Background: an optimization exercise with open tools, aiming at small area, a short achievable clock period and few clock cycles per item. Do not read the settings as production practice.
Function was not checked in any run shown here: the RTL went through the layout flow alone.

## flow/design.v (module list and top-level ports; edited modules follow where they fit)
// module PixelSolverMultiCore: 6396 lines
// module MandelFA: 4 lines
// module MandelHA: 4 lines
module PixelSolverMultiCore (
  input               io_cmd_valid,
  output              io_cmd_ready,
  input      [27:0]   io_cmd_payload_x,
  input      [27:0]   io_cmd_payload_y,
  output              io_rsp_valid,
  input               io_rsp_ready,
  output     [5:0]    io_rsp_payload_iteration,
  input               clk,
  input               reset
);
  // ...
==> flow/flow/run.sh <==
#!/bin/bash
set -euo pipefail
MARGIN=${MARGIN:-7}
sed "s/SETUP_SLACK_MARGIN=[0-9.]*/SETUP_SLACK_MARGIN=$MARGIN/" standard.sh > standard_margin.sh
bash standard_margin.sh > standard.log 2>&1
==> flow/standard.sh <==
#!/bin/bash
# synth_recipe.tcl (not shown) runs the flow's synth.tcl, then flattens the netlist and writes it again
# the make line also repeats each setting of config.mk as NAME=value (left out here)
make -C /OpenROAD-flow-scripts/flow DESIGN_CONFIG=/design/flow/config.mk WORK_HOME=/design/flow/orfs CLKGATE_MAP_FILE= SYNTH_SCRIPT=/design/flow/synth_recipe.tcl "${@:-finish}"
==> flow/config.mk <==
export PLATFORM = sky130hd
export DESIGN_NAME = PixelSolverMultiCore
export DESIGN_NICKNAME = PixelSolverMultiCore
export VERILOG_FILES = /design/flow/design.v
export SDC_FILE = /design/flow/constraint.sdc
export NUM_CORES = 8
export LEC_CHECK = 0
export CAP_MARGIN = 20
export CORE_MARGIN = 2
export CORE_UTILIZATION = 60
export CTS_BUF_LIST = sky130_fd_sc_hd__clkbuf_16
export CTS_CLUSTER_DIAMETER = 150
export CTS_CLUSTER_SIZE = 24
export SETUP_SLACK_MARGIN = 5
export SLEW_MARGIN = 20
export SYNTH_HIERARCHICAL = 1
==> flow/constraint.sdc <==
create_clock -name core_clock -period 10.0 [get_ports {clk}]
set_input_delay 2.0000 -clock core_clock [delete_from_list [all_inputs] [get_ports {clk}]]
set_output_delay 2.0000 -clock core_clock [all_outputs]
set_load 0.01 [all_outputs]
==> results.toml, run 1 <==
[logic_synthesis]
syn_area_per_cell_um2 = 11.2
yosysMostFrequentCell = "dfxtp_1"
synth-main-ff-cell = "dfxtp_1"
synth_nets = 7377
synthTopCellsByArea = "dfxtp_1 32%, fa_1 31%, xnor2_1 5.9%"
synth_edf_count = 48
postSynth.asyncResetShare_pct = 2.00

[finish]
multi_input_area_um2 = 40900
final-nonclk-buf-share_pct = 2.99
nNonClkBuffers = 218
sh_seq_area_pct = 32.8
clockBufferCount = 53
final-clk-cell-share_pct = 1.95
inverters = 626
dominant_cells = "multi-input gates"

[global_routing]
grt_start_max_net_pins = 104
use_met3_pct = 6.23
gr-usage-met1_pct = 45.0

[die]
tap_cells = 1488
dieArea_um2 = 115000

[critical_path]
crit_type = "flip-flop to primary output"
crit_path_cell_trace = "buf_12, mux4_2, mux2_4, buf_6"
cp_num_cells = 4
reg2reg_to = "q2_s3505"
cp.arrival_ns = 2.12
cp-endpoint = "io_rsp_payload_iteration[4]"

[sta]
slew-limit-headroom_pct = 35.1
fin_crit_sh_pct = 41.2
tightest_slew_ns = 0.973

[clocking]
cts_buffer_depth = 3
post-cts-setup-buffers = 42
clock-sinks = 1150
ctsResizeCount = 215

[placement]
place_congestion = 0.877
place_inst = 7274
placement.io_buffers = 67

[detailed_routing]
dr.pass1.iters = 6

[run_status]
status = "no timing/DRC/antenna violations"
==> run 2, diff against run 1 <==
--- a/flow/design.v
+++ b/flow/design.v
@@ -18,17 +18,17 @@
   reg  [2:1] act;        
   reg  [13:0] r0_bo, r0_bt;  
   reg  [13:0] r0_bn;         
   reg  [27:0] r0_xn;         
   reg         tk;          
   reg         wb_v;        
   reg  [2:0] wb_seq;      
   reg  [5:0]  wb_res;      
-  reg  [5:0]  rob_d [0:7];
+  reg  [47:0] rob_d;    
   reg  [7:0] rob_v;
   reg  [2:0] head, alloc;
   reg  [3:0] used;
   reg         o_v;
   reg  [5:0]  o_it;
   reg         tk_o;        
   assign io_cmd_ready = tk_o;
   wire        acc = tk & io_cmd_valid;
@@ -6362,18 +6362,18 @@
       r0_y0 <= p2_y0;
       r0_it <= it_l;
       r0_lesc <= esc_l;
       r0_seq <= p2_seq;
     end
     r0_snap <= p2_snap;
     wb_seq <= p2_seq;
     wb_res <= (bg_l | (f62_l & esc_l)) ? it_l : 6'd63;
-    if (wr) rob_d[wr_seq] <= wr_res;
-    o_it <= byp ? wr_res : rob_d[head_n];
+    if (wr) rob_d[wr_seq*6 +: 6] <= wr_res;
+    o_it <= byp ? wr_res : rob_d[head_n*6 +: 6];
     tk_o <= ~reset & free_n & room;
     o_v <= ~reset & (byp | rob_v[head_n]);
   end
   always @(posedge clk or posedge reset) begin
     if (reset) begin
       tk <= 1'b0;
       r0_act <= 1'b0;
       act <= 2'd0;
==> run 2 against run 1 <==
Net effect: still clean; die area up 0.94%; sequential share of layout area down 0.92 points; count of clock-buffer cells in the layout increased by 2.
==> results.toml, run 2 <==
[global_routing]
grt_usage_pct = 33.9
antenna_found_initial = 3
grt_pass1_vias = 48100
grt_pass1_wl_um = 296000
grt_start_max_net_pins = 98
grt_overflow = 0

[detailed_routing]
vias = 45600
antenna_left = 0
vias_per_cell = 5.95
dr.pass1.iters = 6
routed_wl_um = 193000
drc = 0
first_iter_violations = 3973
routedWlPerCell_um = 25.2

[placement]
placement.io_buffers = 67
postPlaceCellArea_um2 = 70000
place_inst = 7437
place_ws_ns = 4.85
place_congestion = 0.884
dp_hpwl_um = 125000

[finish]
utilization_pct = 66.6
num_antenna_cells = 0
drive_gt1_share_pct = 12.4
largest_register_ffs = 48
area_delta_synth_final_pct = 10.0
largest-register = "rob_d"
final_common_cell = "fa_1"
nets = 7511
final_cells = 7670
stdcell_area_um2 = 74900
mostFrequentLayoutCells = "1,018 x fa_1, 993 x dfxtp_1, 834 x nand2_1"

[sta]
holdWs_ns = 0.316
tns_ns = 0
final.min_clock_period_ns = 3.40
finalMaxSlewViolations = 0
rsz0062_at_grt = "yes"
fin_ws_ns = 6.60
fin_crit_sh_pct = 34.0
max_freq_ghz = 0.294
finalClockSkew_ns = 0.0383
finalSetupViolCount = 0
slew-limit-headroom_pct = 34.1
tightest_slew_ns = 0.964
hold_violations = 0

[critical_path]
critPathCaptureType = "flip-flop"
crit_family = "adder cells"
crit_path_cell_trace = "buf_12, mux2i_4, clkinv_4, ha_4, fa_2, nor3b_2, buf_4, o21ai_4, buf_6, nand2b_4, buf_6, or3_4, nor2_4, a21oi_4, o21ai_1"
crit_buf_inv = 5
reg2reg_from = "wb_v"
cp_max_fo = 6
crit_type = "flip-flop to flip-flop"
critPathLaunch = "wb_v"
cpPeakStageDelay_ns = 0.62
start_kind = "flip-flop"
critPathMostFrequentCell = "buf_6"
cp_data_required_time_ns = 10.58
slowest_stage = "fa_2"
cp.arrival_ns = 3.98

[clocking]
cts_buffer_depth = 3
root_buffer = "clkbuf_16"
clk_pin_slew_worst_paths_ns = 0.11
cts_tree = "yes"
cts-buffers-inserted = 54
cts_max_level = 2
clock-sinks = 1153
clk_latency_ns = 0.74
cts_hold_buf = 0

[worst_hold_path]
min_from = "p1_x0[3]"
min_path_type = "flip-flop to flip-flop"

[run]
drv_cap = 0

[die]
row_count = 123
fp.dieH_um = 341
core_um2 = 112000
start_util_pct = 60.5
dieArea_um2 = 116000
ioPinCount = 68
die_x_um = 341

[logic_synthesis]
synth_nets = 7538
yosysUniqueCellTypes = 82
synthTopCellsByCount = "1,082 x dfxtp_1, 1,062 x fa_1, 855 x nand2_1, 606 x inv_1, 458 x xnor2_1"
synthTopCellsByArea = "dfxtp_1 32%, fa_1 31%, xnor2_1 5.9%"
syn_inst = 6188
ys_warn_count = 7
synth_seq_area_share_pct = 34.8
yosysMostFrequentCell = "dfxtp_1"
syn_area_per_cell_um2 = 11.0
syn-cell-area_um2 = 68100
synth-main-ff-cell = "dfxtp_1"
yosysTopAreaCell = "dfxtp_1"
synth-seq-cells = 1153
synth_edf_count = 48
postSynth.asyncResetShare_pct = 1.99
synth_top_area_share_pct = 31.8

[run_status]
status = "no timing/DRC/antenna violations"
## run 2: cell count changes in the layout (fill, tap and decap cells not counted), sizes merged, moves of 10 or more
cell / delta
a211oi: -10
o21ai: +56
mux2: -11
nand2: +45
buf: +85
nor2: +21
## run 2: cells by family (layout without fill, tap and decap cells)
logic type               count (synthesis)  after routing  synth area share, %
flip-flops                            1153           1153                 34.8
AO/OA/AOI/OAI                          924            924                 8.47
buffers and inverters                 1018            999                 5.62
multiplexers                            89             90                 1.70
adder cells (fa/ha/maj)               1290           1290                 35.4
AND/OR/NAND/NOR                       1192           1192                 7.29
XOR/XNOR                               522            522                 6.74
## run 2: path summary, 6_finish.rpt
| check | end | slack [ns] | cells past startpoint |
|---|---|---|---|
| setup reg to reg | rob_d[14] | 6.60 | 15 |
| hold / removal | p2_x0[3] | 0.32 | 0 |
| max in group asynchronous | wb_v | 7.36 | 2 |
| hold reg to reg | p2_x0[3] | 0.32 | 0 |
| min in group asynchronous | rob_v[6] | 1.95 | 2 |
| setup / recovery | rob_d[14] | 6.60 | 15 |
## run 2: timing repair
action,in CTS,in global routing
hold endpoints to repair,0,0
pin swaps,141,106
setup buffers,106,50
resized for setup,377,210
endpoints found under the setup margin,398,279
cloned,12,0
## run 2: area by class of cell
cell class              count  area, µm²
fillers                  8712      37600
flip-flops and latches   1153      23900
clock inverters            10       85.1
inverters                 622       2430
well taps                1500       1880
repair inverters            5       37.5
repair buffers            307       3060
multi-input cells        4018      42200
clock buffers              55       1380
## run 2: metal layers
| metal | GRT usage (%) | routed length (µm) |
|---|---|---|
| met5 | 0 | 0 |
| met4 | 13.7 | 9170 |
| met2 | 51.4 | 85400 |
| met3 | 7.14 | 18100 |
| met1 | 48.1 | 80500 |
## run 2: modules after synthesis, one instance, submodules excluded
module,area [µm²],copies in the design,flops+latches
MandelHA,12.5,13,0
PixelSolverMultiCore,46700,1,1153
MandelFA,20.0,1058,0

[re-timing with driven ports]
The flow's constraints put no driver on any port. The routed layouts listed below were extracted and timed again, unchanged, in two steps. Step 1 (the two cells are an assumption about what drives the block):
set clk [get_ports {clk}]
set_driving_cell -lib_cell sky130_fd_sc_hd__clkbuf_16 $clk
set_driving_cell -lib_cell sky130_fd_sc_hd__buf_2 [delete_from_list [all_inputs] $clk]
Step 2 adds t to the input delays and takes it off the output delays; t is the mean of the earliest and latest rising clock arrival at the registers after step 1. Input paths then give back, and output paths get back, about the clock's delay inside the block. Three values: ideal ports, drivers, drivers and shift; two values: the first two.
| run | t, ns | setup slack, ns | hold slack, ns |
|---|---|---|---|
| run 1 | 0.789 | 5.880 / 5.799 / 6.380 | 0.322 / 0.322 / 0.322 |
| run 2 | 0.793 | 6.600 / 6.600 / 6.266 | 0.316 / 0.316 / 0.316 |
After both steps setup and hold are still met in every run listed. The setup slack of run 2, which loses most, moves by 0.000 ns with the drivers and by -0.334 ns with both steps.
